From an optimization exercise on the open Yosys and OpenROAD flow, aimed at small area; shortcuts taken in it are not production practice.
Function was checked by simulation only, so behaviour that the tests miss may differ from the original.

[config.mk]
export PLATFORM = sky130hd
export DESIGN_NAME = FIR
export DESIGN_NICKNAME = FIR
export VERILOG_FILES = /design/flow/design.v
export SDC_FILE = /design/flow/constraint.sdc
export NUM_CORES = 4
export LEC_CHECK = 0
export CAP_MARGIN = 20
export CORE_MARGIN = 2
export CORE_UTILIZATION = 50
export CTS_BUF_LIST = sky130_fd_sc_hd__clkbuf_4 sky130_fd_sc_hd__clkbuf_8
export CTS_CLUSTER_DIAMETER = 60
export CTS_CLUSTER_SIZE = 20
export GPL_TIMING_DRIVEN = 0
export HOLD_SLACK_MARGIN = 0
export SLEW_MARGIN = 20
[constraint.sdc]
create_clock -name core_clock -period 12.0 [get_ports {clk}]
set_input_delay 2.4000 -clock core_clock [delete_from_list [all_inputs] [get_ports {clk}]]
set_output_delay 2.4000 -clock core_clock [all_outputs]
set_load 0.01 [all_outputs]
[design.v]
module FIR(
    input rst,
    input clk,
    input en,
    input signed [15:0] din,
    output reg signed [15:0] dout
    );
    reg        enable_id;
    reg [1:0]  counter_r;    
    reg [4:0]  index;        
    reg [4:0]  ptap;         
    reg [4:0]  live;         
    reg        pend;         
    reg [15:0] buffer;
    reg [15:0] ring [0:27];
    reg [31:0] acc;
    wire shift = (counter_r == 2'd1) || (index == 5'd28);
    wire wr    = (shift && ptap == 5'd27) || (pend && ptap == 5'd0);
    wire [15:0] dp = wr ? buffer : ring[1];
    wire        use_p  = enable_id && index != 5'd28 && ptap < live;
    wire [15:0] x      = use_p ? dp : 16'd0;
    wire [31:0] acc_in = (enable_id && index != 5'd0) ? acc : 32'd0;
    wire [3:0] cidx = (ptap > 5'd13) ? (5'd27 - ptap) : ptap[3:0];
    reg [24:0] bc;
    always @(*) begin
        case (cidx)
            4'd0: bc = 25'h0004911;
            4'd1: bc = 25'h0000908;
            4'd2: bc = 25'h0009294;
            4'd3: bc = 25'h0015220;
            4'd4: bc = 25'h0000428;
            4'd5: bc = 25'h0091244;
            4'd6: bc = 25'h0088234;
            4'd7: bc = 25'h0014414;
            4'd8: bc = 25'h0024a88;
            4'd9: bc = 25'h008ca82;
            4'd10: bc = 25'h1112024;
            4'd11: bc = 25'h008d031;
            4'd12: bc = 25'h0140851;
            default: bc = 25'h0408080;
        endcase
    end
    wire [18:0] x1 = {{3{x[15]}}, x};
    wire [18:0] x2 = {{2{x[15]}}, x, 1'b0};
    wire [18:0] x3 = x1 + x2;
    wire [18:0] x4 = {x[15], x, 2'b0};
    wire [18:0] pp0 = ((bc[0] ? x1 : 19'd0) | (bc[1] ? x2 : 19'd0)
                      | (bc[2] ? x3 : 19'd0) | (bc[3] ? x4 : 19'd0)) ^ {19{bc[4]}};
    wire [18:0] pp1 = ((bc[5] ? x1 : 19'd0) | (bc[6] ? x2 : 19'd0)
                      | (bc[7] ? x3 : 19'd0) | (bc[8] ? x4 : 19'd0)) ^ {19{bc[9]}};
    wire [18:0] pp2 = ((bc[10] ? x1 : 19'd0) | (bc[11] ? x2 : 19'd0)
                      | (bc[12] ? x3 : 19'd0) | (bc[13] ? x4 : 19'd0)) ^ {19{bc[14]}};
    wire [18:0] pp3 = ((bc[15] ? x1 : 19'd0) | (bc[16] ? x2 : 19'd0)
                      | (bc[17] ? x3 : 19'd0) | (bc[18] ? x4 : 19'd0)) ^ {19{bc[19]}};
    wire [18:0] pp4 = ((bc[20] ? x1 : 19'd0) | (bc[21] ? x2 : 19'd0)
                      | (bc[22] ? x3 : 19'd0) | (bc[23] ? x4 : 19'd0)) ^ {19{bc[24]}};
    wire [31:0] sum;
    wire cs_1, cs_2, cs_3, cs_4, cs_5, cs_6, cs_7, cs_8, cs_9, cs_10, cs_11, cs_12, cs_13, cs_14, cs_15, cs_16, cs_17, cs_18, cs_19, cs_20, cs_21, cs_22, cs_23, cs_24, cs_25, cs_26, cs_27, cs_28, cs_29, cs_30, cs_31, cs_32, cs_33, cs_34, cs_35, cs_36, cs_37, cs_38, cs_39, cs_40, cs_41, cs_42, cs_43, cs_44, cs_45, cs_46, cs_47, cs_48, cs_49, cs_50, cs_51, cs_52, cs_53, cs_54, cs_55, cs_56, cs_57, cs_58, cs_59, cs_60, cs_61, cs_62, cs_63, cs_64, cs_65, cs_66, cs_67, cs_68, cs_69, cs_70, cs_71, cs_72, cs_73, cs_74, cs_75, cs_76, cs_77, cs_78, cs_79, cs_80, cs_81, cs_82, cs_83, cs_84, cs_85, cs_86, cs_87, cs_88, cs_89, cs_90, cs_91, cs_92, cs_93, cs_94, cs_95, cs_96, cs_97, cs_98, cs_99, cs_100, cs_101, cs_102, cs_103, cs_104, cs_105, cs_106, cs_107, cs_108, cs_109, cs_110, cs_111, cs_112, cs_113, cs_114, cs_115, cs_116, cs_117, cs_118, cs_119, cs_120, cs_121, cs_122, cs_123, cs_124, cs_125, cs_126, cs_127, cs_128, cs_129, cs_130, cs_131, cs_132, cs_133, cs_134, cs_135, cs_136, cs_137, cs_138, cs_139, cs_140, cs_141, cs_142, cs_143, cs_144, cs_145, cs_146, cs_147, cs_148, cs_149, cs_150, cs_151, cs_152, cs_153, cs_154, cs_155, cs_156, cs_157, cs_158, cs_159, cs_160, cs_161, cs_162, cs_163, cs_164, cs_165, cs_166, cs_167, cs_168, cs_169, cs_170, cs_171, cs_172, cs_173, cs_174, cs_175, cs_176, cs_177, cs_178, cs_179, cs_180, cs_181, cs_182, cs_183, cs_184, cs_185, cs_186, cs_187, cs_188, cs_189, cs_190, cs_191, cs_192, cs_193, cs_194, cs_195, cs_196, cs_197, cs_198, cs_199, cs_200, cs_201, cs_202, cs_203, cs_204, cs_205, cs_206, cs_207, cs_208;
    assign cs_1 = acc_in[0] ^ pp0[0] ^ bc[4];
    assign cs_2 = (acc_in[0] & pp0[0]) | (acc_in[0] & bc[4]) | (pp0[0] & bc[4]);
    assign cs_3 = acc_in[3] ^ pp0[3] ^ pp1[0];
    assign cs_4 = (acc_in[3] & pp0[3]) | (acc_in[3] & pp1[0]) | (pp0[3] & pp1[0]);
    assign cs_5 = acc_in[4] ^ pp0[4] ^ pp1[1];
    assign cs_6 = (acc_in[4] & pp0[4]) | (acc_in[4] & pp1[1]) | (pp0[4] & pp1[1]);
    assign cs_7 = acc_in[5] ^ pp0[5] ^ pp1[2];
    assign cs_8 = (acc_in[5] & pp0[5]) | (acc_in[5] & pp1[2]) | (pp0[5] & pp1[2]);
    assign cs_9 = acc_in[6] ^ pp0[6] ^ pp1[3];
    assign cs_10 = (acc_in[6] & pp0[6]) | (acc_in[6] & pp1[3]) | (pp0[6] & pp1[3]);
    assign cs_11 = acc_in[7] ^ pp0[7] ^ pp1[4];
    assign cs_12 = (acc_in[7] & pp0[7]) | (acc_in[7] & pp1[4]) | (pp0[7] & pp1[4]);
    assign cs_13 = acc_in[8] ^ pp0[8] ^ pp1[5];
    assign cs_14 = (acc_in[8] & pp0[8]) | (acc_in[8] & pp1[5]) | (pp0[8] & pp1[5]);
    assign cs_15 = acc_in[9] ^ pp0[9] ^ pp1[6];
    assign cs_16 = (acc_in[9] & pp0[9]) | (acc_in[9] & pp1[6]) | (pp0[9] & pp1[6]);
    assign cs_17 = pp2[3] ^ pp3[0] ^ bc[19];
    assign cs_18 = (pp2[3] & pp3[0]) | (pp2[3] & bc[19]) | (pp3[0] & bc[19]);
    assign cs_19 = acc_in[10] ^ pp0[10] ^ pp1[7];
    assign cs_20 = (acc_in[10] & pp0[10]) | (acc_in[10] & pp1[7]) | (pp0[10] & pp1[7]);
    assign cs_21 = acc_in[11] ^ pp0[11] ^ pp1[8];
    assign cs_22 = (acc_in[11] & pp0[11]) | (acc_in[11] & pp1[8]) | (pp0[11] & pp1[8]);
    assign cs_23 = acc_in[12] ^ pp0[12] ^ pp1[9];
    assign cs_24 = (acc_in[12] & pp0[12]) | (acc_in[12] & pp1[9]) | (pp0[12] & pp1[9]);
    assign cs_25 = pp2[6] ^ pp3[3] ^ pp4[0];
    assign cs_26 = (pp2[6] & pp3[3]) | (pp2[6] & pp4[0]) | (pp3[3] & pp4[0]);
    assign cs_27 = acc_in[13] ^ pp0[13] ^ pp1[10];
    assign cs_28 = (acc_in[13] & pp0[13]) | (acc_in[13] & pp1[10]) | (pp0[13] & pp1[10]);
    assign cs_29 = pp2[7] ^ pp3[4] ^ pp4[1];
    assign cs_30 = (pp2[7] & pp3[4]) | (pp2[7] & pp4[1]) | (pp3[4] & pp4[1]);
    assign cs_31 = acc_in[14] ^ pp0[14] ^ pp1[11];
    assign cs_32 = (acc_in[14] & pp0[14]) | (acc_in[14] & pp1[11]) | (pp0[14] & pp1[11]);
    assign cs_33 = pp2[8] ^ pp3[5] ^ pp4[2];
    assign cs_34 = (pp2[8] & pp3[5]) | (pp2[8] & pp4[2]) | (pp3[5] & pp4[2]);
    assign cs_35 = acc_in[15] ^ pp0[15] ^ pp1[12];
    assign cs_36 = (acc_in[15] & pp0[15]) | (acc_in[15] & pp1[12]) | (pp0[15] & pp1[12]);
    assign cs_37 = pp2[9] ^ pp3[6] ^ pp4[3];
    assign cs_38 = (pp2[9] & pp3[6]) | (pp2[9] & pp4[3]) | (pp3[6] & pp4[3]);
    assign cs_39 = acc_in[16] ^ pp0[16] ^ pp1[13];
    assign cs_40 = (acc_in[16] & pp0[16]) | (acc_in[16] & pp1[13]) | (pp0[16] & pp1[13]);
    assign cs_41 = pp2[10] ^ pp3[7] ^ pp4[4];
    assign cs_42 = (pp2[10] & pp3[7]) | (pp2[10] & pp4[4]) | (pp3[7] & pp4[4]);
    assign cs_43 = acc_in[17] ^ pp0[17] ^ pp1[14];
    assign cs_44 = (acc_in[17] & pp0[17]) | (acc_in[17] & pp1[14]) | (pp0[17] & pp1[14]);
    assign cs_45 = pp2[11] ^ pp3[8] ^ pp4[5];
    assign cs_46 = (pp2[11] & pp3[8]) | (pp2[11] & pp4[5]) | (pp3[8] & pp4[5]);
    assign cs_47 = acc_in[18] ^ ~pp0[18] ^ pp1[15];
    assign cs_48 = (acc_in[18] & ~pp0[18]) | (acc_in[18] & pp1[15]) | (~pp0[18] & pp1[15]);
    assign cs_49 = pp2[12] ^ pp3[9] ^ pp4[6];
    assign cs_50 = (pp2[12] & pp3[9]) | (pp2[12] & pp4[6]) | (pp3[9] & pp4[6]);
    assign cs_51 = acc_in[19] ^ pp1[16] ^ pp2[13];
    assign cs_52 = (acc_in[19] & pp1[16]) | (acc_in[19] & pp2[13]) | (pp1[16] & pp2[13]);
    assign cs_53 = pp3[10] ^ pp4[7] ^ 1'b1;
    assign cs_54 = (pp3[10] & pp4[7]) | (pp3[10] & 1'b1) | (pp4[7] & 1'b1);
    assign cs_55 = acc_in[20] ^ pp1[17] ^ pp2[14];
    assign cs_56 = (acc_in[20] & pp1[17]) | (acc_in[20] & pp2[14]) | (pp1[17] & pp2[14]);
    assign cs_57 = pp3[11] ^ pp4[8] ^ 1'b1;
    assign cs_58 = (pp3[11] & pp4[8]) | (pp3[11] & 1'b1) | (pp4[8] & 1'b1);
    assign cs_59 = acc_in[21] ^ ~pp1[18] ^ pp2[15];
    assign cs_60 = (acc_in[21] & ~pp1[18]) | (acc_in[21] & pp2[15]) | (~pp1[18] & pp2[15]);
    assign cs_61 = acc_in[22] ^ pp2[16] ^ pp3[13];
    assign cs_62 = (acc_in[22] & pp2[16]) | (acc_in[22] & pp3[13]) | (pp2[16] & pp3[13]);
    assign cs_63 = acc_in[23] ^ pp2[17] ^ pp3[14];
    assign cs_64 = (acc_in[23] & pp2[17]) | (acc_in[23] & pp3[14]) | (pp2[17] & pp3[14]);
    assign cs_65 = acc_in[24] ^ ~pp2[18] ^ pp3[15];
    assign cs_66 = (acc_in[24] & ~pp2[18]) | (acc_in[24] & pp3[15]) | (~pp2[18] & pp3[15]);
    assign cs_67 = acc_in[25] ^ pp3[16] ^ pp4[13];
    assign cs_68 = (acc_in[25] & pp3[16]) | (acc_in[25] & pp4[13]) | (pp3[16] & pp4[13]);
    assign cs_69 = acc_in[26] ^ pp3[17] ^ pp4[14];
    assign cs_70 = (acc_in[26] & pp3[17]) | (acc_in[26] & pp4[14]) | (pp3[17] & pp4[14]);
    assign cs_71 = acc_in[27] ^ ~pp3[18] ^ pp4[15];
    assign cs_72 = (acc_in[27] & ~pp3[18]) | (acc_in[27] & pp4[15]) | (~pp3[18] & pp4[15]);
    assign cs_73 = acc_in[28] ^ pp4[16] ^ 1'b1;
    assign cs_74 = (acc_in[28] & pp4[16]) | (acc_in[28] & 1'b1) | (pp4[16] & 1'b1);
    assign cs_75 = acc_in[29] ^ pp4[17] ^ 1'b1;
    assign cs_76 = (acc_in[29] & pp4[17]) | (acc_in[29] & 1'b1) | (pp4[17] & 1'b1);
    assign cs_77 = cs_2 ^ acc_in[1] ^ pp0[1];
    assign cs_78 = (cs_2 & acc_in[1]) | (cs_2 & pp0[1]) | (acc_in[1] & pp0[1]);
    assign cs_79 = cs_8 ^ cs_9 ^ pp2[0];
    assign cs_80 = (cs_8 & cs_9) | (cs_8 & pp2[0]) | (cs_9 & pp2[0]);
    assign cs_81 = cs_10 ^ cs_11 ^ pp2[1];
    assign cs_82 = (cs_10 & cs_11) | (cs_10 & pp2[1]) | (cs_11 & pp2[1]);
    assign cs_83 = cs_12 ^ cs_13 ^ pp2[2];
    assign cs_84 = (cs_12 & cs_13) | (cs_12 & pp2[2]) | (cs_13 & pp2[2]);
    assign cs_85 = cs_14 ^ cs_15 ^ cs_17;
    assign cs_86 = (cs_14 & cs_15) | (cs_14 & cs_17) | (cs_15 & cs_17);
    assign cs_87 = cs_16 ^ cs_18 ^ cs_19;
    assign cs_88 = (cs_16 & cs_18) | (cs_16 & cs_19) | (cs_18 & cs_19);
    assign cs_89 = cs_20 ^ cs_21 ^ pp2[5];
    assign cs_90 = (cs_20 & cs_21) | (cs_20 & pp2[5]) | (cs_21 & pp2[5]);
    assign cs_91 = cs_22 ^ cs_23 ^ cs_25;
    assign cs_92 = (cs_22 & cs_23) | (cs_22 & cs_25) | (cs_23 & cs_25);
    assign cs_93 = cs_24 ^ cs_26 ^ cs_27;
    assign cs_94 = (cs_24 & cs_26) | (cs_24 & cs_27) | (cs_26 & cs_27);
    assign cs_95 = cs_28 ^ cs_30 ^ cs_31;
    assign cs_96 = (cs_28 & cs_30) | (cs_28 & cs_31) | (cs_30 & cs_31);
    assign cs_97 = cs_32 ^ cs_34 ^ cs_35;
    assign cs_98 = (cs_32 & cs_34) | (cs_32 & cs_35) | (cs_34 & cs_35);
    assign cs_99 = cs_36 ^ cs_38 ^ cs_39;
    assign cs_100 = (cs_36 & cs_38) | (cs_36 & cs_39) | (cs_38 & cs_39);
    assign cs_101 = cs_40 ^ cs_42 ^ cs_43;
    assign cs_102 = (cs_40 & cs_42) | (cs_40 & cs_43) | (cs_42 & cs_43);
    assign cs_103 = cs_44 ^ cs_46 ^ cs_47;
    assign cs_104 = (cs_44 & cs_46) | (cs_44 & cs_47) | (cs_46 & cs_47);
    assign cs_105 = cs_48 ^ cs_50 ^ cs_51;
    assign cs_106 = (cs_48 & cs_50) | (cs_48 & cs_51) | (cs_50 & cs_51);
    assign cs_107 = cs_52 ^ cs_54 ^ cs_55;
    assign cs_108 = (cs_52 & cs_54) | (cs_52 & cs_55) | (cs_54 & cs_55);
    assign cs_109 = cs_56 ^ cs_58 ^ cs_59;
    assign cs_110 = (cs_56 & cs_58) | (cs_56 & cs_59) | (cs_58 & cs_59);
    assign cs_111 = cs_60 ^ cs_61 ^ pp4[10];
    assign cs_112 = (cs_60 & cs_61) | (cs_60 & pp4[10]) | (cs_61 & pp4[10]);
    assign cs_113 = cs_62 ^ cs_63 ^ pp4[11];
    assign cs_114 = (cs_62 & cs_63) | (cs_62 & pp4[11]) | (cs_63 & pp4[11]);
    assign cs_115 = cs_64 ^ cs_65 ^ pp4[12];
    assign cs_116 = (cs_64 & cs_65) | (cs_64 & pp4[12]) | (cs_65 & pp4[12]);
    assign cs_117 = cs_66 ^ cs_67 ^ 1'b1;
    assign cs_118 = (cs_66 & cs_67) | (cs_66 & 1'b1) | (cs_67 & 1'b1);
    assign cs_119 = cs_68 ^ cs_69 ^ 1'b1;
    assign cs_120 = (cs_68 & cs_69) | (cs_68 & 1'b1) | (cs_69 & 1'b1);
    assign cs_121 = cs_76 ^ acc_in[30] ^ ~pp4[18];
    assign cs_122 = (cs_76 & acc_in[30]) | (cs_76 & ~pp4[18]) | (acc_in[30] & ~pp4[18]);
    assign cs_123 = cs_78 ^ acc_in[2] ^ pp0[2];
    assign cs_124 = (cs_78 & acc_in[2]) | (cs_78 & pp0[2]) | (acc_in[2] & pp0[2]);
    assign cs_125 = cs_86 ^ cs_87 ^ pp2[4];
    assign cs_126 = (cs_86 & cs_87) | (cs_86 & pp2[4]) | (cs_87 & pp2[4]);
    assign cs_127 = cs_88 ^ cs_89 ^ pp3[2];
    assign cs_128 = (cs_88 & cs_89) | (cs_88 & pp3[2]) | (cs_89 & pp3[2]);
    assign cs_129 = cs_90 ^ cs_91 ^ bc[24];
    assign cs_130 = (cs_90 & cs_91) | (cs_90 & bc[24]) | (cs_91 & bc[24]);
    assign cs_131 = cs_92 ^ cs_93 ^ cs_29;
    assign cs_132 = (cs_92 & cs_93) | (cs_92 & cs_29) | (cs_93 & cs_29);
    assign cs_133 = cs_94 ^ cs_95 ^ cs_33;
    assign cs_134 = (cs_94 & cs_95) | (cs_94 & cs_33) | (cs_95 & cs_33);
    assign cs_135 = cs_96 ^ cs_97 ^ cs_37;
    assign cs_136 = (cs_96 & cs_97) | (cs_96 & cs_37) | (cs_97 & cs_37);
    assign cs_137 = cs_98 ^ cs_99 ^ cs_41;
    assign cs_138 = (cs_98 & cs_99) | (cs_98 & cs_41) | (cs_99 & cs_41);
    assign cs_139 = cs_100 ^ cs_101 ^ cs_45;
    assign cs_140 = (cs_100 & cs_101) | (cs_100 & cs_45) | (cs_101 & cs_45);
    assign cs_141 = cs_102 ^ cs_103 ^ cs_49;
    assign cs_142 = (cs_102 & cs_103) | (cs_102 & cs_49) | (cs_103 & cs_49);
    assign cs_143 = cs_104 ^ cs_105 ^ cs_53;
    assign cs_144 = (cs_104 & cs_105) | (cs_104 & cs_53) | (cs_105 & cs_53);
    assign cs_145 = cs_106 ^ cs_107 ^ cs_57;
    assign cs_146 = (cs_106 & cs_107) | (cs_106 & cs_57) | (cs_107 & cs_57);
    assign cs_147 = cs_108 ^ cs_109 ^ pp3[12];
    assign cs_148 = (cs_108 & cs_109) | (cs_108 & pp3[12]) | (cs_109 & pp3[12]);
    assign cs_149 = cs_110 ^ cs_111 ^ 1'b1;
    assign cs_150 = (cs_110 & cs_111) | (cs_110 & 1'b1) | (cs_111 & 1'b1);
    assign cs_151 = cs_112 ^ cs_113 ^ 1'b1;
    assign cs_152 = (cs_112 & cs_113) | (cs_112 & 1'b1) | (cs_113 & 1'b1);
    assign cs_153 = cs_120 ^ cs_70 ^ cs_71;
    assign cs_154 = (cs_120 & cs_70) | (cs_120 & cs_71) | (cs_70 & cs_71);
    assign cs_155 = cs_122 ^ acc_in[31] ^ 1'b1;
    assign cs_156 = (cs_122 & acc_in[31]) | (cs_122 & 1'b1) | (acc_in[31] & 1'b1);
    assign cs_157 = cs_124 ^ cs_3 ^ bc[9];
    assign cs_158 = (cs_124 & cs_3) | (cs_124 & bc[9]) | (cs_3 & bc[9]);
    assign cs_159 = cs_140 ^ cs_141 ^ 1'b1;
    assign cs_160 = (cs_140 & cs_141) | (cs_140 & 1'b1) | (cs_141 & 1'b1);
    assign cs_161 = cs_146 ^ cs_147 ^ pp4[9];
    assign cs_162 = (cs_146 & cs_147) | (cs_146 & pp4[9]) | (cs_147 & pp4[9]);
    assign cs_163 = cs_152 ^ cs_114 ^ cs_115;
    assign cs_164 = (cs_152 & cs_114) | (cs_152 & cs_115) | (cs_114 & cs_115);
    assign cs_165 = cs_154 ^ cs_72 ^ cs_73;
    assign cs_166 = (cs_154 & cs_72) | (cs_154 & cs_73) | (cs_72 & cs_73);
    assign cs_167 = cs_158 ^ cs_4 ^ cs_5;
    assign cs_168 = (cs_158 & cs_4) | (cs_158 & cs_5) | (cs_4 & cs_5);
    assign cs_169 = cs_160 ^ cs_142 ^ cs_143;
    assign cs_170 = (cs_160 & cs_142) | (cs_160 & cs_143) | (cs_142 & cs_143);
    assign cs_171 = cs_162 ^ cs_148 ^ cs_149;
    assign cs_172 = (cs_162 & cs_148) | (cs_162 & cs_149) | (cs_148 & cs_149);
    assign cs_173 = cs_164 ^ cs_116 ^ cs_117;
    assign cs_174 = (cs_164 & cs_116) | (cs_164 & cs_117) | (cs_116 & cs_117);
    assign cs_175 = cs_166 ^ cs_74 ^ cs_75;
    assign cs_176 = (cs_166 & cs_74) | (cs_166 & cs_75) | (cs_74 & cs_75);
    assign cs_177 = cs_168 ^ cs_6 ^ cs_7;
    assign cs_178 = (cs_168 & cs_6) | (cs_168 & cs_7) | (cs_6 & cs_7);
    assign cs_179 = cs_170 ^ cs_144 ^ cs_145;
    assign cs_180 = (cs_170 & cs_144) | (cs_170 & cs_145) | (cs_144 & cs_145);
    assign cs_181 = cs_172 ^ cs_150 ^ cs_151;
    assign cs_182 = (cs_172 & cs_150) | (cs_172 & cs_151) | (cs_150 & cs_151);
    assign cs_183 = cs_174 ^ cs_118 ^ cs_119;
    assign cs_184 = (cs_174 & cs_118) | (cs_174 & cs_119) | (cs_118 & cs_119);
    assign cs_185 = cs_178 ^ cs_79 ^ bc[14];
    assign cs_186 = (cs_178 & cs_79) | (cs_178 & bc[14]) | (cs_79 & bc[14]);
    assign cs_187 = cs_186 ^ cs_80 ^ cs_81;
    assign cs_188 = (cs_186 & cs_80) | (cs_186 & cs_81) | (cs_80 & cs_81);
    assign cs_189 = cs_188 ^ cs_82 ^ cs_83;
    assign cs_190 = (cs_188 & cs_82) | (cs_188 & cs_83) | (cs_82 & cs_83);
    assign cs_191 = cs_190 ^ cs_84 ^ cs_85;
    assign cs_192 = (cs_190 & cs_84) | (cs_190 & cs_85) | (cs_84 & cs_85);
    assign cs_193 = cs_192 ^ cs_125 ^ pp3[1];
    assign cs_194 = (cs_192 & cs_125) | (cs_192 & pp3[1]) | (cs_125 & pp3[1]);
    assign cs_195 = cs_194 ^ cs_126 ^ cs_127;
    assign cs_196 = (cs_194 & cs_126) | (cs_194 & cs_127) | (cs_126 & cs_127);
    assign cs_197 = cs_196 ^ cs_128 ^ cs_129;
    assign cs_198 = (cs_196 & cs_128) | (cs_196 & cs_129) | (cs_128 & cs_129);
    assign cs_199 = cs_198 ^ cs_130 ^ cs_131;
    assign cs_200 = (cs_198 & cs_130) | (cs_198 & cs_131) | (cs_130 & cs_131);
    assign cs_201 = cs_200 ^ cs_132 ^ cs_133;
    assign cs_202 = (cs_200 & cs_132) | (cs_200 & cs_133) | (cs_132 & cs_133);
    assign cs_203 = cs_202 ^ cs_134 ^ cs_135;
    assign cs_204 = (cs_202 & cs_134) | (cs_202 & cs_135) | (cs_134 & cs_135);
    assign cs_205 = cs_204 ^ cs_136 ^ cs_137;
    assign cs_206 = (cs_204 & cs_136) | (cs_204 & cs_137) | (cs_136 & cs_137);
    assign cs_207 = cs_206 ^ cs_138 ^ cs_139;
    assign cs_208 = (cs_206 & cs_138) | (cs_206 & cs_139) | (cs_138 & cs_139);
    wire [31:0] csa_a = {cs_155, cs_176, cs_175, cs_165, cs_184, cs_183, cs_173, cs_182, cs_181, cs_171, cs_180, cs_179, cs_169, cs_208, cs_207, cs_205, cs_203, cs_201, cs_199, cs_197, cs_195, cs_193, cs_191, cs_189, cs_187, cs_185, cs_177, cs_167, cs_157, cs_123, cs_77, cs_1};
    wire [31:0] csa_b = {1'b0, cs_121, 1'b0, 1'b0, cs_153, 1'b0, 1'b0, cs_163, 1'b0, 1'b0, cs_161, 1'b0, 1'b0, cs_159, 1'b0, 1'b0, 1'b0, 1'b0, 1'b0, 1'b0, 1'b0, 1'b0, 1'b0, 1'b0, 1'b0, 1'b0, 1'b0, 1'b0, 1'b0, 1'b0, 1'b0, 1'b0};
    assign sum = csa_a + csa_b;
    integer i;
    always @(posedge clk) begin
        ring[0] <= dp;
        for (i = 1; i < 27; i = i + 1)
            ring[i] <= ring[i+1];
        ring[27] <= ring[0];
        if (en && (wr || (!pend && !shift)))
            buffer <= din;
        acc <= sum;
    end
    always @(posedge clk or posedge rst) begin
        if (rst) begin
            enable_id <= 1'b0;
            counter_r <= 2'd0;
            index     <= 5'd0;
            ptap      <= 5'd27;
            live      <= 5'd0;
            pend      <= 1'b0;
        end else begin
            enable_id <= en;
            if (en && counter_r != 2'd2)
                counter_r <= counter_r + 2'd1;
            if (index == 5'd28)
                index <= 5'd0;
            else if (enable_id)
                index <= index + 5'd1;
            else
                index <= 5'd0;
            if (counter_r == 2'd0)
                ptap <= 5'd27;
            else if (!shift)
                ptap <= (ptap == 5'd0) ? 5'd27 : ptap - 5'd1;
            if (shift && live != 5'd28)
                live <= live + 5'd1;
            if (shift)
                pend <= !wr;
            else if (wr)
                pend <= 1'b0;
        end
    end
    always @(posedge clk) begin
        if (!rst && index == 5'd0)
            dout <= {acc[31], acc[29:15]};
    end
endmodule
[run.sh]
#!/bin/bash
# synth_recipe.tcl (not shown) runs the flow's synth.tcl, then flattens the netlist and writes it again
# the make line also repeats each setting of config.mk as NAME=value (left out here)
make -C /OpenROAD-flow-scripts/flow DESIGN_CONFIG=/design/flow/config.mk WORK_HOME=/design/flow/orfs CLKGATE_MAP_FILE= SYNTH_SCRIPT=/design/flow/synth_recipe.tcl finish
==> results of run 1 <==
==> sequential cells by signal (all words and copies together), names as in the netlist <==
name       flops
buffer        16
dout          16
enable_id      1
acc           32
live           5
counter_r      2
ptap           5
index          5
pend           1
ring         448
==> metal layers <==
layer | up-vias | track usage, % | wire length (microns)
li1 | 5077 | - | -
met1 | 5217 | 31.4 | 19300
met2 | 348 | 32.0 | 16900
met3 | 70 | 4.32 | 2500
met4 | 0 | 7.77 | 1160
met5 | - | 0 | 0
==> cells in the mapped netlist (7+ instances only) <==
cell / number
dfxtp_1: 480
mux2i_1: 20
nor3_1: 11
nand2_1: 90
fa_1: 92
ha_1: 55
o211ai_1: 11
and2_1: 21
clkbuf_1: 30
inv_1: 138
a21o_1: 10
a222oi_1: 29
xor2_1: 54
dfrtp_1: 15
nor2_1: 51
edfxtp_1: 32
buf_2: 28
nand3_1: 19
a221oi_1: 15
xnor2_1: 52
a22oi_1: 27
a31oi_1: 8
o21a_1: 10
and3_1: 7
a21oi_1: 38
a22o_1: 12
o21ai_0: 38
==> final cells by class <==
| type | count | share of cell area, % |
|---|---|---|
| tap | 468 | 2.86 |
| inverter | 139 | 2.55 |
| clock inverter | 8 | 0.428 |
| sequential | 531 | 54.0 |
| timing repair buffer | 59 | 2.66 |
| buffer | 63 | 1.70 |
| clock buffer | 48 | 2.92 |
| multi-input combinational | 740 | 32.9 |
==> critical path: cells and delay by family (launching register included) <==
family	cells	cell delay, ns
adders and majority gates	21	7.52
AOI/OAI and AO/OA	5	1.28
buffers and inverters	7	0.85
xor gates and xnor gates	3	0.55
and+or+nand+nor	6	0.53
DFF	1	0.45
muxes	1	0.25
==> metrics by stage <==
stage / hold slack (ns) / std cells
floorplan: 0.310 / 1474
global placement: 0.310 / 1976
detailed placement: 0.312 / 1977
CTS: 0.308 / 2046
global route: 0.303 / 2056
finish: 0.296 / 2056
==> worst paths after layout <==
path,end,cells after the start
min reg2reg,ring[5][7]$_DFF_P_,0
max in group asynchronous,ptap[2]$_DFFE_PP0P_,2
max reg2reg,acc[30]$_DFF_P_,43
max,acc[30]$_DFF_P_,43
min,ring[5][7]$_DFF_P_,0
min in group asynchronous,index[0]$_DFF_PP0_,2
==> kinds of logic (layout without fill, tap and decap cells) <==
| logic type | count (synthesis) | count (layout) | synth area share, % |
|---|---|---|---|
| compound gates | 242 | 242 | 9.59 |
| mux | 22 | 22 | 1.22 |
| flops | 531 | 531 | 60.3 |
| xor+xnor | 106 | 106 | 5.07 |
| fa+ha+maj | 147 | 147 | 13.8 |
| simple gates | 223 | 223 | 5.51 |
| buf+inv | 203 | 317 | 4.49 |
==> what timing repair did <==
action	CTS	global route
setup endpoints to repair	16	6
gates resized for setup	56	28
hold buffers	0	0
setup buffers	14	10
pin swaps	6	18
==> flow_summary_export.csv, run 1 <==
group,metric,value,unit
final_layout,n_antenna_cell,0,
logic_synthesis,seq_area_frac_synth,60.3,%
critical_path,critical-path-slowest-cell,"fa_1",
routing,drt-initial-drc-count,1040,
floorplan,die-width,195,microns
routing,drtPass1Iterations,6,
final_layout,syn_to_final_growth,11.8,%
logic_synthesis,postSynthCellCount,1474,
logic_synthesis,syn_nets,1640,
sta,setup_viol,0,
critical_path,max_stage_delay,0.47,ns
placed_design,place_congestion,0.953,
critical_path,crit_required,12.48,ns
critical_path,crit_fanout,12,
clock_network,clock_path_buffers,3,
floorplan,core,36300,sq um
clock_network,cts.clk_slew.worst_paths,0.11,ns
run,maxCapViolations,0,
floorplan,rows,70,
sta,relSlewSlack,31.0,%
grt,overflow,0,
final_layout,layout_common_cells,"dfxtp_1, inv_1, nand2_1",
logic_synthesis,ys_ff_latch,531,
sta,finalHoldViolations,0,
routing,routed_wl,39.8,mm
placed_design,post-place-ws,-2.09,ns
final_layout,utilization,56.3,%
critical_path,worstPathArrival,12.05,ns
critical_path,path_class,"reg2reg",
routing,antenna_left,0,
hold_path,min_path_type,"reg2reg",
logic_synthesis,syn_avg_cell_area,12.4,sq um
logic_synthesis,synth_top_area_cell,"dfxtp_1",
grt,grt_pass1_wl,62.3,mm
logic_synthesis,synth-warning-count,2,
logic_synthesis,synth_area_leaders,"dfxtp_1, fa_1, edfxtp_1",
logic_synthesis,synth_top_flop_cell,"dfxtp_1",
logic_synthesis,synth_area,18300,sq um
final_layout,n_fill_cell,3120,
logic_synthesis,ys_types,63,
final_layout,design_area,20500,sq um
logic_synthesis,synth_top_area_share,52.4,%
logic_synthesis,synth_edf_count,32,
sta,clock.fmax,86.4,MHz
routing,remaining_drc_errors,0,
sta,fin_crit,11.57,ns
routing,vias_per_cell,5.21,
grt,antenna_found_initial,0,
grt,grt_max_degree,22,
final_layout,multi_input_area,6740,sq um
logic_synthesis,async_flop_share,3.58,%
floorplan,die_h,195,microns
clock_network,insertion_delay,0.61,ns
hold_path,min_from,"ring[6][7]$_DFF_P_",
floorplan,fp.dieArea,38200,sq um
floorplan,start_util,50.4,%
sta,fin_crit_sh,96.4,%
final_layout,nets,1736,
sta,drv_slew,0,
floorplan,ios,35,
clock_network,cts.sinks,531,
critical_path,path_common_cell,"fa_2",
clock_network,htree_num_levels,2,
final_layout,final_common_cell,"dfxtp_1",
placed_design,port_buffers,34,
sta,tns,0,ns
clock_network,cts_root_buffer,"clkbuf_8",
sta,worst_slack,0.431,ns
critical_path,reg2reg_slack,0.43,ns
final_layout,regArea,11100,sq um
grt,grt_pass1_vias,10800,
clock_network,cts_inserted_buffers,36,
critical_path,cp-end-kind,"flop",
routing,vias,10700,
grt,track_usage,21.6,%
critical_path,startpoint_type,"flop",
sta,tightest_slew,1.03,ns
critical_path,crit_start,"ptap[2]$_DFFE_PP0P_",
clock_network,cts_tree,"done",
run_status,status,"complete, no violations",
sta,skew,0.0387,ns
placed_design,dp_hpwl,28.8,mm
routing,wl_per_cell,19.4,microns
final_layout,drive_above_1_share,11.8,%
placed_design,dpl-instance-area,19300,sq um
critical_path,reg2reg_from,"ptap[2]$_DFFE_PP0P_",
==> inputs of run 2 (changes only) <==
--- a/config.mk
+++ b/config.mk
@@ -5,7 +5,7 @@
 export SDC_FILE = /design/flow/constraint.sdc
 export NUM_CORES = 4
 export LEC_CHECK = 0
-export CAP_MARGIN = 20
+export CAP_MARGIN = 0
 export CORE_MARGIN = 2
 export CORE_UTILIZATION = 50
 export CTS_BUF_LIST = sky130_fd_sc_hd__clkbuf_4 sky130_fd_sc_hd__clkbuf_8
@@ -13,4 +13,4 @@
 export CTS_CLUSTER_SIZE = 20
 export GPL_TIMING_DRIVEN = 0
 export HOLD_SLACK_MARGIN = 0
-export SLEW_MARGIN = 20
+export SLEW_MARGIN = 0
==> run 2 against run 1 <==
Still clean; worst setup slack better by 0.039 ns; core utilization hardly changed; non-clock buffer count is 4 lower; flip-flop and latch count stayed put; count of clock-buffer cells in the layout is 1 higher; first-iteration DRC count is 26% lower.
==> flow_summary_export.csv, run 2 <==
group,metric,value,unit
sta,tightest_slew,1.19,ns
hold_path,whs_path_depth,0,
routing,remaining_drc_errors,0,
routing,vias,10700,
sta,relSlewSlack,20.1,%
logic_synthesis,synth-warning-count,2,
critical_path,critical_path.top_delay_family,"adder cells",
routing,met1Wirelength,19.5,mm
placed_design,placed_cells,1977,
final_layout,nets,1732,
critical_path,reg2reg_from,"ptap[2]$_DFFE_PP0P_",
final_layout,n_antenna_cell,0,
clock_network,clock_path_buffers,3,
grt,grt_max_degree,22,
routing,vias_per_cell,5.19,
clock_network,insertion_delay,0.61,ns
routing,routed_wl,39.9,mm
clock_network,cts_tree,"done",
critical_path,startpoint_type,"flop",
placed_design,post-place-ws,-2.07,ns
grt,track_usage,21.5,%
logic_synthesis,synth_top_flop_cell,"dfxtp_1",
routing,wl_met2,16.9,mm
logic_synthesis,synth_area_leaders,"dfxtp_1, fa_1, edfxtp_1",
placed_design,place_congestion,0.953,
clock_network,htree_num_levels,2,
final_layout,n_fill_cell,3121,
sta,clock.fmax,86.7,MHz
floorplan,rows,70,
critical_path,cp-end-kind,"flop",
final_layout,final_common_cell,"dfxtp_1",
sta,fin_crit_sh,96.1,%
final_layout,drive_above_1_share,11.8,%
sta,setup_viol,0,
logic_synthesis,synth_top_area_share,52.4,%
final_layout,layout.cells.non_filler,2053,
critical_path,path_class,"reg2reg",
final_layout,layout_common_cells,"dfxtp_1, inv_1, nand2_1",
routing,top_layer,"met4",
floorplan,ios,35,
grt,grt_pass1_vias,10700,
clock_network,cts_root_buffer,"clkbuf_8",
critical_path,reg2reg_to,"acc[30]$_DFF_P_",
logic_synthesis,postSynthCellCount,1474,
critical_path,worstRegToRegCells,43,
clock_network,cts.sinks,531,
sta,drv_slew,0,
final_layout,design_area,20500,sq um
routing,antenna_left,0,
logic_synthesis,synth_top_area_cell,"dfxtp_1",
clock_network,cts_inserted_buffers,36,
grt,overflow,0,
run,maxCapViolations,0,
final_layout,regArea,11100,sq um
run_status,status,"complete, no violations",
sta,finalHoldViolations,0,
placed_design,port_buffers,34,
hold_path,min_to,"ring[2][3]$_DFF_P_",
routing,wl_per_cell,19.4,microns
hold_path,min_path_type,"reg2reg",
logic_synthesis,async_flop_share,3.58,%
critical_path,worstPathArrival,12.02,ns
sta,fin_crit,11.53,ns
sta,skew,0.0283,ns
floorplan,start_util,50.4,%
grt,antenna_found_initial,0,
routing,route.met3.wl,2.39,mm
logic_synthesis,seq_area_frac_synth,60.3,%
logic_synthesis,synth.most_common_cell,"dfxtp_1",
clock_network,cts.clk_slew.worst_paths,0.11,ns
final_layout,largest_register_ffs,448,
floorplan,fp.dieArea,38200,sq um
final_layout,syn_to_final_growth,11.8,%
sta,worst_slack,0.470,ns
critical_path,path_common_cell,"fa_2",
routing,drtPass1Iterations,6,
floorplan,die_h,195,microns
critical_path,max_stage_delay,0.49,ns
logic_synthesis,synth_edf_count,32,
logic_synthesis,ys_types,63,
floorplan,core,36300,sq um
critical_path,crit_required,12.49,ns
logic_synthesis,syn_nets,1640,
logic_synthesis,ys_ff_latch,531,
critical_path,reg2reg_slack,0.47,ns
logic_synthesis,syn_avg_cell_area,12.4,sq um
routing,drt-initial-drc-count,774,
logic_synthesis,synth_area,18300,sq um
critical_path,crit_fanout,12,
critical_path,critical-path-slowest-cell,"fa_1",
hold_path,min_from,"ring[3][3]$_DFF_P_",
final_layout,multi_input_area,6750,sq um
final_layout,top_regs,"ring: 448 flops, acc: 32 flops",
floorplan,die-width,195,microns
critical_path,worst-path-buf-inv,7,
final_layout,top_register,"ring",
grt,grt_pass1_wl,62.1,mm
placed_design,dp_hpwl,28.9,mm
logic_synthesis,synth_common_cells,"dfxtp_1, inv_1, fa_1",
placed_design,dpl-instance-area,19300,sq um
## run 2: cell counts after synthesis
Identical to the previous run, type by type.
## run 2: kinds of logic after synthesis
| family | after synthesis | share of synthesized area (%) |
|---|---|---|
| and+or+nand+nor | 223 | 5.51 |
| DFF | 531 | 60.3 |
| adders and majority gates | 147 | 13.8 |
| buffers and inverters | 203 | 4.49 |
| AOI/OAI and AO/OA | 242 | 9.59 |
| xor gates and xnor gates | 106 | 5.07 |
| muxes | 22 | 1.22 |
## run 2: metal layers
metal | global-route usage, % | vias to the layer above
li1 | - | 5071
met1 | 31.6 | 5230
met2 | 31.8 | 294
met3 | 4.32 | 57
met4 | 7.63 | 0
met5 | 0 | -
## run 2: worst max-delay path by stage
stage	startpoint	end	slack (ns)	cells past startpoint
floorplan	ptap[2]$_DFFE_PP0P_	acc[30]$_DFF_P_	0.03	43
global placement	ptap[2]$_DFFE_PP0P_	acc[30]$_DFF_P_	-2.14	42
detailed placement	ptap[2]$_DFFE_PP0P_	acc[30]$_DFF_P_	-2.07	42
CTS	ptap[2]$_DFFE_PP0P_	acc[31]$_DFF_P_	0.04	42
global route	ptap[2]$_DFFE_PP0P_	acc[30]$_DFF_P_	-0.003	46
finish	ptap[2]$_DFFE_PP0P_	acc[30]$_DFF_P_	0.47	43
## run 2: final cells by class
| type | instances | share of cell area [%] |
|---|---|---|
| Inverter | 139 | 2.55 |
| Tap cell | 468 | 2.86 |
| Timing Repair Buffer | 55 | 2.47 |
| Clock inverter | 8 | 0.531 |
| Sequential cell | 531 | 54.0 |
| Buffer | 63 | 1.76 |
| Multi-Input combinational cell | 740 | 33.0 |
| Clock buffer | 49 | 2.93 |
## run 2: per-stage QoR
stage	hold slack, ns	setup TNS, ns	util (%)
2_1_floorplan	0.310	0	-
3_3_place_gp	0.310	-20.69	53.0
3_5_place_dp	0.312	-19.88	53.0
4_1_cts	0.312	0	55.8
5_1_grt	0.298	-0.00341	56.4
6_report	0.307	0	56.4
## run 2: what timing repair did
action	4_1_cts	5_1_grt
hold buffers	0	0
gates cloned	0	0
setup buffers	15	5
gates resized for setup	51	39
setup endpoints to repair	16	6
pin swaps	7	16
==> inputs of run 3 (changes only) <==
==> config.mk (replaced) <==
export PLATFORM = sky130hd
export DESIGN_NAME = FIR
export DESIGN_NICKNAME = FIR
export VERILOG_FILES = /design/flow/design.v
export SDC_FILE = /design/flow/constraint.sdc
export NUM_CORES = 4
export LEC_CHECK = 0
export CAP_MARGIN = 20
export CORE_MARGIN = 2
export CORE_UTILIZATION = 50
export CTS_BUF_LIST = sky130_fd_sc_hd__clkbuf_4 sky130_fd_sc_hd__clkbuf_8
export CTS_CLUSTER_DIAMETER = 60
export CTS_CLUSTER_SIZE = 20
export HOLD_SLACK_MARGIN = 0
export SLEW_MARGIN = 20
==> run 3 against run 2 <==
First-iteration DRC count increased by 15%; final area decreased by 0.65%; critical path type unchanged; highest routed layer unchanged.
==> flow_summary_export.csv, run 3 <==
group,metric,value,unit
logic_synthesis,syn_avg_cell_area,12.4,sq um
clock_network,cts_tree,"done",
logic_synthesis,postSynthCellCount,1474,
grt,grt_max_degree,32,
sta,worst_slack,0.605,ns
sta,drv_slew,0,
logic_synthesis,synth_top_flop_cell,"dfxtp_1",
final_layout,final_common_cell,"dfxtp_1",
placed_design,placed_cells,1982,
run,maxCapViolations,0,
clock_network,insertion_delay,0.65,ns
placed_design,dp_hpwl,24.3,mm
final_layout,regArea,11100,sq um
logic_synthesis,synth_area_leaders,"dfxtp_1, fa_1, edfxtp_1",
final_layout,largest_register_ffs,448,
logic_synthesis,synth_common_cells,"dfxtp_1, inv_1, fa_1",
sta,skew,0.0716,ns
clock_network,cts.sinks,531,
logic_synthesis,ys_ff_latch,531,
critical_path,reg2reg_from,"ptap[4]$_DFFE_PP1P_",
final_layout,n_antenna_cell,0,
routing,drtPass1Iterations,6,
critical_path,critical_path.top_delay_family,"adder cells",
critical_path,path_common_cell,"fa_2",
sta,finalHoldViolations,0,
sta,setup_viol,0,
grt,grt_pass1_vias,10500,
logic_synthesis,synth_area,18300,sq um
critical_path,critical-path-slowest-cell,"dfstp_2",
floorplan,fp.dieArea,38200,sq um
critical_path,worst-path-buf-inv,3,
floorplan,die_h,195,microns
logic_synthesis,synth-warning-count,2,
critical_path,cp-end-kind,"flop",
grt,overflow,0,
critical_path,max_stage_delay,0.70,ns
final_layout,n_fill_cell,3036,
sta,tns,0,ns
routing,vias,10400,
routing,wl_per_cell,17.1,microns
logic_synthesis,synth_top_area_share,52.4,%
hold_path,min_to,"ring[25][0]$_DFF_P_",
critical_path,startpoint_type,"flop",
floorplan,die-width,195,microns
sta,clock.fmax,87.8,MHz
grt,grt_pass1_wl,56.4,mm
clock_network,cts_inserted_buffers,37,
floorplan,core,36300,sq um
routing,vias_per_cell,5.10,
hold_path,min_path_type,"reg2reg",
final_layout,nets,1722,
routing,routed_wl,34.9,mm
logic_synthesis,synth_edf_count,32,
critical_path,worstRegToRegCells,35,
sta,relSlewSlack,27.2,%
clock_network,cts_root_buffer,"clkbuf_8",
critical_path,worstPathArrival,11.97,ns
clock_network,cts.clk_slew.worst_paths,0.12,ns
placed_design,port_buffers,34,
hold_path,min_from,"ring[26][0]$_DFF_P_",
logic_synthesis,ys_types,63,
final_layout,drive_above_1_share,11.0,%
routing,remaining_drc_errors,0,
placed_design,post-place-ws,0.0370,ns
routing,antenna_left,0,
logic_synthesis,seq_area_frac_synth,60.3,%
final_layout,layout.cells.non_filler,2044,
sta,tightest_slew,1.08,ns
final_layout,top_regs,"ring: 448 flops, acc: 32 flops",
placed_design,place_congestion,0.916,
sta,fin_crit_sh,95.0,%
floorplan,rows,70,
sta,rsz0062_at_grt,"no",
grt,antenna_found_initial,0,
run_status,status,"complete, no violations",
logic_synthesis,synth.most_common_cell,"dfxtp_1",
critical_path,path_class,"reg2reg",
floorplan,ios,35,
final_layout,top_register,"ring",
clock_network,clock_path_buffers,3,
critical_path,crit_required,12.58,ns
floorplan,start_util,50.4,%
logic_synthesis,syn_nets,1640,
routing,drt-initial-drc-count,893,
clock_network,htree_num_levels,2,
grt,track_usage,18.9,%
clock_network,cts_hold_buffers,0,
critical_path,reg2reg_slack,0.61,ns
final_layout,multi_input_area,6550,sq um
final_layout,syn_to_final_growth,11.1,%
logic_synthesis,synth_top_area_cell,"dfxtp_1",
critical_path,crit_fanout,13,
logic_synthesis,async_flop_share,3.58,%
sta,fin_crit,11.39,ns
critical_path,reg2reg_to,"acc[31]$_DFF_P_",
hold_path,whs_path_depth,0,
final_layout,layout_common_cells,"dfxtp_1, inv_1, nand2_1",
[run 3: cell type report]
type	count	area share [%]
clock inverters	12	0.756
well taps	468	2.88
multi-input cells	740	32.2
clock buffers	47	2.90
flip-flops and latches	531	54.3
inverters	139	2.56
repair buffers	107	4.40
[run 3: cell families (layout without fill, tap and decap cells)]
logic type / Yosys count / in the layout / share of synthesized area, %
buffers and inverters: 203 / 305 / 4.49
DFF: 531 / 531 / 60.3
adders and majority gates: 147 / 147 / 13.8
muxes: 22 / 22 / 1.22
and+or+nand+nor: 223 / 223 / 5.51
AOI/OAI and AO/OA: 242 / 242 / 9.59
xor gates and xnor gates: 106 / 106 / 5.07
[run 3: per-stage QoR]
step	hold slack (ns)	area (sq um)	util (%)
floorplan	0.310	18300	-
global placement	0.310	19500	53.7
detailed placement	0.312	19500	53.7
CTS	0.293	20300	55.7
global route	0.308	20300	56.0
finish	0.290	20300	56.0
[run 3: worst reg2reg max path: cells and delay by family (launching register included)]
| kind | cells | cell delay (ns) |
|---|---|---|
| AOI/OAI and AO/OA | 6 | 1.60 |
| xor gates and xnor gates | 2 | 0.29 |
| adders and majority gates | 19 | 7.64 |
| buffers and inverters | 3 | 0.36 |
| DFF | 1 | 0.70 |
| and+or+nand+nor | 5 | 0.76 |
[run 3: what timing repair did]
action,CTS,global route
pin swaps,0,2
gates resized for setup,1,21
gates cloned,0,0
setup buffers,0,3
endpoints found under the setup margin,1,9
[run 3: worst max-delay path by stage]
stage / startpoint / end / slack, ns / cells past startpoint
global route: ptap[2]$_DFFE_PP0P_ / acc[30]$_DFF_P_ / 0.01 / 44
finish: ptap[4]$_DFFE_PP1P_ / acc[31]$_DFF_P_ / 0.61 / 35
detailed placement: ptap[4]$_DFFE_PP1P_ / acc[30]$_DFF_P_ / 0.04 / 36
global placement: index[0]$_DFF_PP0_ / acc[31]$_DFF_P_ / 0.13 / 38
floorplan: ptap[2]$_DFFE_PP0P_ / acc[30]$_DFF_P_ / 0.03 / 43
CTS: ptap[2]$_DFFE_PP0P_ / acc[30]$_DFF_P_ / 0.008 / 39
[run 3: metal layers]
layer / vias up / GRT usage, % / routed length (microns)
met2: 301 / 28.6 / 14900
met1: 5021 / 26.8 / 16900
li1: 5036 / - / -
met4: 0 / 7.32 / 977
met3: 57 / 3.83 / 2150
met5: - / 0 / 0
==> inputs of run 4 (changes only) <==
--- a/config.mk
+++ b/config.mk
@@ -8,8 +8,8 @@
 export CAP_MARGIN = 20
 export CORE_MARGIN = 2
 export CORE_UTILIZATION = 50
-export CTS_BUF_LIST = sky130_fd_sc_hd__clkbuf_4 sky130_fd_sc_hd__clkbuf_8
-export CTS_CLUSTER_DIAMETER = 60
-export CTS_CLUSTER_SIZE = 20
+export CTS_BUF_LIST = sky130_fd_sc_hd__clkbuf_4
+export CTS_CLUSTER_DIAMETER = 40
+export CTS_CLUSTER_SIZE = 12
 export HOLD_SLACK_MARGIN = 0
 export SLEW_MARGIN = 20
==> run 4 against run 3 <==
Final area shrank 0.22%; die area unchanged; count of clock-buffer cells in the layout up 22.
==> flow_summary_export.csv, run 4 <==
group,metric,value,unit
run_status,status,"complete, no violations",
floorplan,start_util,50.4,%
floorplan,rows,70,
critical_path,critical-path-slowest-cell,"dfstp_2",
run,maxCapViolations,0,
logic_synthesis,syn_avg_cell_area,12.4,sq um
sta,rsz0062_at_grt,"no",
final_layout,top_register,"ring",
critical_path,worstRegToRegCells,35,
final_layout,drive_above_1_share,12.4,%
routing,antenna_left,0,
routing,remaining_drc_errors,0,
logic_synthesis,synth_area_leaders,"dfxtp_1, fa_1, edfxtp_1",
grt,antenna_found_initial,2,
final_layout,design_area,20300,sq um
final_layout,utilization,55.9,%
logic_synthesis,seq_area_frac_synth,60.3,%
critical_path,startpoint_type,"flop",
final_layout,largest_register_ffs,448,
sta,tightest_slew,1.06,ns
critical_path,worstPathArrival,12.12,ns
critical_path,cp_num_cells,35,
sta,fin_crit_sh,94.5,%
logic_synthesis,async_flop_share,3.58,%
final_layout,top_regs,"ring: 448 flops, acc: 32 flops",
sta,finalHoldViolations,0,
critical_path,cp-end-kind,"flop",
sta,tns,0,ns
logic_synthesis,synth_top_area_cell,"dfxtp_1",
critical_path,crit_required,12.78,ns
floorplan,fp.dieArea,38200,sq um
sta,drv_slew,0,
clock_network,cts_inserted_buffers,56,
critical_path,max_stage_delay,0.70,ns
hold_path,min_from,"ring[7][0]$_DFF_P_",
sta,relSlewSlack,29.0,%
clock_network,cts.sinks,531,
routing,vias,10600,
logic_synthesis,synth_edf_count,32,
critical_path,worst-path-buf-inv,3,
critical_path,critical_path.top_delay_family,"adder cells",
clock_network,cts.clk_slew.worst_paths,0.12,ns
routing,vias_per_cell,5.10,
grt,grt_max_degree,32,
floorplan,die_h,195,microns
grt,top_usage_layer,"met2",
grt,grt_pass1_wl,56.6,mm
grt,grt_pass1_vias,10600,
clock_network,cts_root_buffer,"clkbuf_4",
grt,grtUsageMet2,28.5,%
clock_network,htree_num_levels,2,
logic_synthesis,postSynthCellCount,1474,
logic_synthesis,syn_nets,1640,
logic_synthesis,ys_types,63,
critical_path,path_class,"reg2reg",
logic_synthesis,ys_ff_latch,531,
final_layout,syn_to_final_growth,10.8,%
floorplan,die-width,195,microns
critical_path,reg2reg_to,"acc[31]$_DFF_P_",
grt,grt_use_met1,26.6,%
hold_path,min_path_type,"reg2reg",
final_layout,layout_common_cells,"dfxtp_1, inv_1, nand2_1",
critical_path,crit_fanout,13,
logic_synthesis,synth_common_cells,"dfxtp_1, inv_1, fa_1",
logic_synthesis,synth-warning-count,2,
grt,met3_usage,4.13,%
hold_path,whs_path_depth,0,
grt,overflow,0,
logic_synthesis,synth_top_area_share,52.4,%
final_layout,final_common_cell,"dfxtp_1",
final_layout,nets,1741,
sta,fin_crit,11.34,ns
placed_design,port_buffers,34,
sta,clock.fmax,88.2,MHz
routing,drt-initial-drc-count,938,
critical_path,reg2reg_slack,0.66,ns
floorplan,core,36300,sq um
placed_design,dpl-instance-area,19500,sq um
clock_network,insertion_delay,0.84,ns
routing,routed_wl,34.9,mm
placed_design,place_congestion,0.916,
floorplan,ios,35,
clock_network,cts_tree,"done",
grt,track_usage,18.9,%
critical_path,reg2reg_from,"ptap[4]$_DFFE_PP1P_",
logic_synthesis,synth.most_common_cell,"dfxtp_1",
routing,wl_per_cell,16.8,microns
sta,setup_viol,0,
logic_synthesis,synth_top_flop_cell,"dfxtp_1",
clock_network,clock_path_buffers,3,
sta,skew,0.121,ns
routing,drtPass1Iterations,7,
critical_path,path_common_cell,"fa_2",
placed_design,dp_hpwl,24.3,mm
hold_path,min_to,"ring[6][0]$_DFF_P_",
logic_synthesis,synth_area,18300,sq um
[run 4: cell counts after synthesis]
No cell type changed its count.
[run 4: kinds of logic (layout without fill, tap and decap cells)]
group | after synthesis | in the layout | share of synthesized area, %
other cells | 0 | 2 | 0
simple gates | 223 | 223 | 5.51
buf+inv | 203 | 331 | 4.49
compound gates | 242 | 242 | 9.59
mux | 22 | 22 | 1.22
xor+xnor | 106 | 106 | 5.07
flops | 531 | 531 | 60.3
fa+ha+maj | 147 | 147 | 13.8
[run 4: metal layers]
metal	routed length, microns	share of wire (%)
met1	16400	47
met2	15200	44
met3	2320	6.6
met4	993	2.8
met5	0	0
[run 4: worst max path at each step]
stage                        startpoint               to  slack (ns)
finish              ptap[4]$_DFFE_PP1P_  acc[31]$_DFF_P_        0.66
global route        ptap[2]$_DFFE_PP0P_  acc[30]$_DFF_P_        0.02
CTS                  index[0]$_DFF_PP0_  acc[30]$_DFF_P_        0.02
detailed placement  ptap[4]$_DFFE_PP1P_  acc[30]$_DFF_P_        0.04
global placement     index[0]$_DFF_PP0_  acc[31]$_DFF_P_        0.13
floorplan           ptap[2]$_DFFE_PP0P_  acc[30]$_DFF_P_        0.03
[run 4: layout make-up]
cell class	count	area, sq um
fill	3065	16000
sequential	531	11100
multi-input combinational	740	6550
timing repair buffer	107	896
tap	468	586
inverter	139	522
clock buffer	69	518
clock inverter	16	178
antenna	2	5.00
[run 4: timing repair]
item	in CTS	in global routing
endpoints found under the setup margin	0	9
hold buffers	0	0
setup buffers	0	3
gates resized for setup	0	22
[run 4: through the flow]
| step | hold WS, ns | cells | setup WS, ns |
|---|---|---|---|
| 2_1_floorplan | 0.310 | 1474 | 0.0301 |
| 3_3_place_gp | 0.310 | 1982 | 0.128 |
| 3_5_place_dp | 0.312 | 1982 | 0.0370 |
| 4_1_cts | 0.295 | 2067 | 0.0197 |
| 5_1_grt | 0.320 | 2072 | 0.0231 |
| 6_report | 0.285 | 2072 | 0.661 |
==> inputs of run 5 (changes only) <==
--- a/config.mk
+++ b/config.mk
@@ -8,8 +8,8 @@
 export CAP_MARGIN = 20
 export CORE_MARGIN = 2
 export CORE_UTILIZATION = 50
-export CTS_BUF_LIST = sky130_fd_sc_hd__clkbuf_4
-export CTS_CLUSTER_DIAMETER = 40
-export CTS_CLUSTER_SIZE = 12
+export CTS_BUF_LIST = sky130_fd_sc_hd__clkbuf_8
+export CTS_CLUSTER_DIAMETER = 50
+export CTS_CLUSTER_SIZE = 24
 export HOLD_SLACK_MARGIN = 0
 export SLEW_MARGIN = 20
==> run 5 against run 4 <==
Cell count hardly changed; via count is 0.42% lower; clock skew shrank 0.055 ns; area after synthesis unchanged; critical path type unchanged; global-route usage barely moved; fmax fell by 0.44%.
==> flow_summary_export.csv, run 5 <==
group,metric,value,unit
run_status,status,"complete, no violations",
grt,grt_max_degree,32,
final_layout,syn_to_final_growth,12.8,%
final_layout,design_area,20700,sq um
sta,setup_viol,0,
logic_synthesis,async_flop_share,3.58,%
logic_synthesis,synth_common_cells,"dfxtp_1, inv_1, fa_1",
routing,drtPass1Iterations,6,
final_layout,n_antenna_cell,0,
final_layout,layout_common_cells,"dfxtp_1, inv_1, nand2_1",
critical_path,startpoint_type,"flop",
final_layout,layout.cells.non_filler,2070,
critical_path,worstPathArrival,11.88,ns
clock_network,insertion_delay,0.65,ns
routing,drt-initial-drc-count,894,
critical_path,crit_required,12.49,ns
logic_synthesis,postSynthCellCount,1474,
final_layout,n_fill_cell,3034,
final_layout,nets,1737,
clock_network,cts.sinks,531,
logic_synthesis,syn_nets,1640,
logic_synthesis,ys_types,63,
clock_network,cts_inserted_buffers,40,
routing,vias,10500,
logic_synthesis,syn_avg_cell_area,12.4,sq um
routing,antenna_left,0,
clock_network,cts_tree,"done",
critical_path,critical-path-slowest-cell,"dfstp_2",
critical_path,path_class,"reg2reg",
routing,routed_wl,35.2,mm
floorplan,die-width,195,microns
logic_synthesis,synth-warning-count,2,
logic_synthesis,synth_top_area_cell,"dfxtp_1",
sta,clock.fmax,87.8,MHz
final_layout,largest_register_ffs,448,
floorplan,die_h,195,microns
logic_synthesis,synth_area,18300,sq um
sta,tightest_slew,1.13,ns
critical_path,path_common_cell,"fa_2",
placed_design,placed_cells,1982,
routing,remaining_drc_errors,0,
logic_synthesis,synth.most_common_cell,"dfxtp_1",
placed_design,dp_hpwl,24.3,mm
grt,overflow,0,
run,maxCapViolations,0,
floorplan,rows,70,
logic_synthesis,synth_area_leaders,"dfxtp_1, fa_1, edfxtp_1",
hold_path,min_path_type,"reg2reg",
floorplan,start_util,50.4,%
critical_path,max_stage_delay,0.67,ns
grt,track_usage,19.0,%
routing,wl_per_cell,17.0,microns
floorplan,fp.dieArea,38200,sq um
sta,fin_crit_sh,94.9,%
sta,fin_crit,11.39,ns
placed_design,port_buffers,34,
grt,grt_pass1_wl,56.7,mm
clock_network,clock_path_buffers,3,
sta,drv_slew,0,
grt,grt_pass1_vias,10500,
sta,worst_slack,0.610,ns
critical_path,crit_fanout,13,
logic_synthesis,synth_top_area_share,52.4,%
final_layout,top_regs,"ring: 448 flops, acc: 32 flops",
routing,vias_per_cell,5.08,
clock_network,cts_hold_buffers,0,
sta,skew,0.0657,ns
clock_network,htree_num_levels,2,
final_layout,final_common_cell,"dfxtp_1",
critical_path,cp-end-kind,"flop",
placed_design,post-place-ws,0.0370,ns
logic_synthesis,seq_area_frac_synth,60.3,%
floorplan,core,36300,sq um
final_layout,drive_above_1_share,12.6,%
clock_network,cts_root_buffer,"clkbuf_8",
placed_design,dpl-instance-area,19500,sq um
placed_design,place_congestion,0.916,
final_layout,top_register,"ring",
logic_synthesis,synth_edf_count,32,
sta,finalHoldViolations,0,
sta,relSlewSlack,24.2,%
logic_synthesis,synth_top_flop_cell,"dfxtp_1",
clock_network,cts.clk_slew.worst_paths,0.12,ns
grt,antenna_found_initial,0,
logic_synthesis,ys_ff_latch,531,
floorplan,ios,35,
## run 5: cell count changes in the layout (fill, tap and decap cells not counted), moves of 3 or more
cell,change
inv_1,+4
buf_4,+12
inv_12,+3
clkbuf_4,-69
clkinv_4,+3
inv_6,-3
clkbuf_8,+42
## run 5: path summary, 6_finish.rpt
check,from,end,slack (ns),cells past startpoint
max in group asynchronous,rst,ptap[2]$_DFFE_PP0P_,9.14,2
min reg2reg,ring[2][3]$_DFF_P_,ring[1][3]$_DFF_P_,0.32,0
min,ring[2][3]$_DFF_P_,ring[1][3]$_DFF_P_,0.32,0
max,ptap[4]$_DFFE_PP1P_,acc[31]$_DFF_P_,0.61,35
max reg2reg,ptap[4]$_DFFE_PP1P_,acc[31]$_DFF_P_,0.61,35
min in group asynchronous,rst,index[0]$_DFF_PP0_,2.32,2
## run 5: critical path, delay by kind of cell, from the launching register on
kind | cells | cell delay [ns]
AO/OA/AOI/OAI | 6 | 1.59
XOR/XNOR | 2 | 0.25
adder cells (fa/ha/maj) | 19 | 7.60
buffers and inverters | 3 | 0.36
flip-flops | 1 | 0.67
AND/OR/NAND/NOR | 5 | 0.73
## run 5: cells by family (layout without fill, tap and decap cells)
kind of cell / Yosys count / after routing / synth area share [%]
compound gates: 242 / 242 / 9.59
xor+xnor: 106 / 106 / 5.07
fa+ha+maj: 147 / 147 / 13.8
buf+inv: 203 / 331 / 4.49
flops: 531 / 531 / 60.3
mux: 22 / 22 / 1.22
simple gates: 223 / 223 / 5.51
## run 5: stage by stage
| stage | TNS [ns] | utilization (%) | hold slack [ns] |
|---|---|---|---|
| CTS | 0 | 56.4 | 0.299 |
| global placement | 0 | 53.7 | 0.310 |
| detailed placement | 0 | 53.7 | 0.312 |
| floorplan | 0 | - | 0.310 |
| finish | 0 | 56.9 | 0.316 |
| global route | -0.0584 | 56.9 | 0.316 |
## run 5: area by class of cell
cell class | count | area, sq um | area share (%)
Sequential cell | 531 | 11100 | 53.5
Multi-Input combinational cell | 740 | 6580 | 31.8
Timing Repair Buffer | 119 | 986 | 4.77
Tap cell | 468 | 586 | 2.83
Clock buffer | 42 | 578 | 2.80
Inverter | 139 | 522 | 2.52
Clock inverter | 31 | 370 | 1.79
## run 5: metal layers
metal | global-route usage, % | part of all wire, % | wire length [microns] | vias to the layer above
li1 | - | - | - | 5085
met1 | 26.9 | 48 | 16800 | 5061
met2 | 28.5 | 43 | 15100 | 311
met3 | 3.77 | 6.0 | 2110 | 67
met4 | 7.80 | 3.1 | 1090 | 0
met5 | 0 | 0 | 0 | -
## run 5: what timing repair did
action | CTS | global route
endpoints found under the setup margin | 3 | 9
buffers inserted | 5 | 10
endpoints found under the hold margin | 0 | 0
resized for setup | 6 | 24
pin swaps | 2 | 3

## re-timing with driven ports
How much do the figures lean on ideal ports? The routed layouts below were timed once more, with nothing changed but the port constraints.
Step 1, drivers: a clkbuf_16 drives clk and a buf_2 each remaining input, both assumed.
Step 2 also shifts input and output timing later by t, the mid clock arrival at the registers, as if the neighbouring blocks saw the same clock.
a / b / c = ideal / step 1 / step 2; a / b = the first two.
run | t, ns | setup slack, ns | worst setup path at the end | clock arrival spread, ns | worst register clock-pin slew, ns
run 1 | 0.647 | 0.431 / 0.431 / 0.431 | register to register | 0.039 / 0.039 | 0.11 / 0.11
run 2 | 0.652 | 0.470 / 0.470 / 0.470 | register to register | 0.028 / 0.028 | 0.12 / 0.12
run 3 | 0.661 | 0.605 / 0.605 / 0.605 | register to register | 0.072 / 0.071 | 0.12 / 0.12
run 4 | 0.827 | 0.661 / 0.661 / 0.661 | register to register | 0.121 / 0.121 | 0.12 / 0.12
run 5 | 0.669 | 0.610 / 0.610 / 0.610 | register to register | 0.068 / 0.067 | 0.13 / 0.13
After both steps setup and hold are still met in every run listed.
